Context: an optimization exercise on an open-source flow, tuned for small area and a short achievable clock period. The choices shown serve that exercise and are no tape-out recipe. The clock port is modelled as an ideal driver; clocking choices that lean on that would not hold on a real chip.

==> flow/design.v (excerpt) <==
module top(
    clk,
    rst_n,
    ifm0,
    ifm1,
    ifm2,
    ifm0_en,
    ifm1_en,
    ifm2_en,
    w0,
    w1,
    w2,
    w0_en,
    w1_en,
    w2_en,
    obf0_rd_en,
    obf1_rd_en,
    obf2_rd_en,
    obf0_empty,
    obf1_empty,
    obf2_empty,
    obf0_full,
    obf1_full,
    obf2_full,
    obf0_err,
    obf1_err,
    obf2_err,
    obf0_out,
    obf1_out,
    obf2_out
);
Settings: LEC_CHECK=0, CAP_MARGIN=20, CORE_MARGIN=2, CORE_UTILIZATION=40, CTS_CLUSTER_DIAMETER=100, CTS_CLUSTER_SIZE=30, PLACE_DENSITY=0.6, SETUP_SLACK_MARGIN=2.6, SLEW_MARGIN=20; clock period 5.0 ns.
standard.sh (not shown) runs the stock make flow with config.mk's settings and CLKGATE_MAP_FILE= SYNTH_SCRIPT=/design/flow/synth_recipe.tcl, a recipe that flattens the netlist after the stock synthesis.
==> flow/flow/run.sh <==
#!/bin/bash
# Layout flow: the standard flow (standard.sh), with two changes:
#  - the port buffers start as buf_2 (repair may still resize them),
#  - clock tree synthesis inserts no dummy loads.
# standard.sh's output goes to standard.log in the work folder; ORFS keeps
# each step's full log under orfs/logs/.
cp standard.sh standard_sh.txt
export BUFFER_PORTS_ARGS="-buffer_cell sky130_fd_sc_hd__buf_2"
export CTS_ARGS="-sink_clustering_enable -repair_clock_nets -sink_clustering_size 30 -sink_clustering_max_diameter 100 -dont_use_dummy_load"
bash standard.sh > standard.log 2>&1
Then changed:
--- a/flow/design.v
+++ b/flow/design.v
@@ -1,57 +1,55 @@
 module PE
 #(parameter DATA_WIDTH=8, parameter EARLY=0)
 (
     input clk,
     input rst_n,
     input en0,                       
     input en1,                       
     input en2,                       
+    input after_reset,               
     input [7:0] data_src,            
     input [7:0] weights_in,          
     output reg [15:0] S,
     output reg [15:0] C,
     output reg ready
 );
 reg [4:0] cnt;
 wire c27 = (cnt == 5'd27);
 always @(posedge clk)
 begin
     if (en0 & ~c27)
         cnt <= cnt + 1'b1;
     else
         cnt <= 5'd0;
 end
 wire take_next;
 generate
 if (EARLY) begin : g_early
     assign take_next = en2 & ~(en1 & en0 & (cnt == 5'd25));
 end else begin : g_lag
     assign take_next = en1 & ~(en0 & (cnt == 5'd26));
 end
 endgenerate
 reg [7:0] ag;
-reg clr;
+always @(posedge clk)
+    ag <= data_src & {8{take_next}};
 always @(posedge clk or negedge rst_n)
 begin
-    if (!rst_n) begin
+    if (!rst_n)
         ready <= 1'b0;
-        clr <= 1'b1;
-        ag <= 8'd0;
-    end else begin
+    else
         ready <= c27;
-        clr <= c27;
-        ag <= data_src & {8{take_next}};
-    end
 end
+wire clr = ready | after_reset;
 wire [63:0] pp;
 genvar gi, gj;
 generate
 for (gi = 0; gi < 8; gi = gi + 1) begin : g_pp
     for (gj = 0; gj < 8; gj = gj + 1) begin : g_ppj
         assign pp[gi*8+gj] = ag[gi] & weights_in[gj];
     end
 end
 endgenerate
 wire u1 = pp[6] ^ pp[13];
 wire u2 = pp[6] & pp[13];
 wire u3 = pp[7] ^ pp[14] ^ pp[21];
@@ -302,25 +300,25 @@
 localparam DW2 = 2*DATA_WIDTH;
 reg [DW2-1:0] mem [0:8];
 reg [3:0] wr_addr, count;
 reg ne;
 assign empty = ~ne;
 reg [8:0] rd_oh;                     
 wire any = p0_ready | p1_ready | p2_ready;
 wire two = (p0_ready & p1_ready) | (p0_ready & p2_ready) | (p1_ready & p2_ready);
 wire wr = any & ~full;
 wire rd = rd_en & ~empty;
 wire [DW2-1:0] ss = ({DW2{p0_ready}} & p0_s) | ({DW2{p1_ready}} & p1_s) | ({DW2{p2_ready}} & p2_s);
 wire [DW2-1:0] cc = ({DW2{p0_ready}} & p0_c) | ({DW2{p1_ready}} & p1_c) | ({DW2{p2_ready}} & p2_c);
-localparam LO = 7;                   
+localparam LO = 6;                   
 reg [LO:0] plo;
 reg [DW2-LO-1:0] phs, phc;
 reg [3:0] pend_addr;
 reg pend;
 always @(posedge clk)
 begin
     plo <= ss[LO-1:0] + cc[LO-1:0];
     phs <= ss[DW2-1:LO];
     phc <= cc[DW2-1:LO];
     pend_addr <= wr_addr;
 end
 wire [DW2-LO-1:0] phi = phs + phc + plo[LO];
@@ -442,40 +440,49 @@
         .en_l(wen[i]), .data_l(wdt[(i == 0 ? 3 : 2)*DW-1:0]));
     if (i != 0) begin : g_pad
         assign wdt[3*DW-1:2*DW] = {DW{1'b0}};
         assign fdx[i] = {{DW{1'b0}}, fd, ifm_in[i]};
     end else begin : g_nopad
         assign fdx[i] = {fd, ifm_in[i]};
     end
     assign fe[i] = {fen[i], ifm_en_in[i]};
     assign we[i] = {wen[i], w_en_in[i]};
     assign wd[i] = {wdt, w_in[i]};
 end
 endgenerate
+reg [2:0] rst_hold;
+always @(posedge clk or negedge rst_n)
+begin
+    if (!rst_n)
+        rst_hold <= 3'b111;
+    else
+        rst_hold <= {rst_hold[1:0], 1'b0};
+end
 wire [2*DW-1:0] pe_s [0:8];
 wire [2*DW-1:0] pe_c [0:8];
 wire [8:0] pe_rdy;
 generate
 for (i = 0; i < 3; i = i + 1) begin : g_row
     for (j = 0; j < 3; j = j + 1) begin : g_col
         localparam E = (i > 0) && (j > 0);
         wire e0 = fe[i][j+1] & we[j][i+1];
         wire e1 = fe[i][j] & we[j][i];
         wire e2 = fe[i][E ? j-1 : 0] & we[j][E ? i-1 : 0];
         PE #(.DATA_WIDTH(DW), .EARLY(E)) pe (
             .clk(clk),
             .rst_n(rst_n),
             .en0(e0),
             .en1(e1),
             .en2(e2),
+            .after_reset(rst_hold[2]),
             .data_src(fdx[i][(E ? j-1 : j)*DW +: DW]),
             .weights_in(wd[j][(E ? i : i+1)*DW +: DW]),
             .S(pe_s[3*i+j]),
             .C(pe_c[3*i+j]),
             .ready(pe_rdy[3*i+j])
         );
     end
 end
 endgenerate
 obuffer #(.DATA_WIDTH(DW)) obf0(
     .clk(clk), .rst_n(rst_n),
     .p0_ready(pe_rdy[0]), .p1_ready(pe_rdy[3]), .p2_ready(pe_rdy[6]),
Effect: Synthesized cell count goes up by 5.6%. Die area grows by 0.38%. Wire length increases by 5.5%. Core utilization rises by 1.0 points. Via count rises by 4.7%.
Function was not checked in any run of this note: the RTL went through the layout flow alone.

port drivers added, routing unchanged:
The flow's constraints put no driver on any port. The routed layouts listed below were extracted and timed again, unchanged, in two steps. Step 1 assumes that a clkbuf_16 drives the clock port and a buf_2 every other input. Step 2 times the ports against the registers' clock, not the clock port: input delays grow and output delays shrink by t, the midpoint of the rising clock arrivals with the driver on. a / b / c = no drivers / after step 1 / after step 2; a / b = the first two.
run	shift t [ns]	setup slack, ns	worst register clock-pin slew, ns	cell pins on the clock port's net
the first run	0.753	2.611 / 2.591 / 2.229	0.12 / 0.12	1
the second run	0.763	2.532 / 2.514 / 2.311	0.12 / 0.12	1
After both steps every run listed still meets setup and hold. For the first run, which loses most, drivers alone change the setup slack by -0.020 ns; drivers and shift together by -0.382 ns.
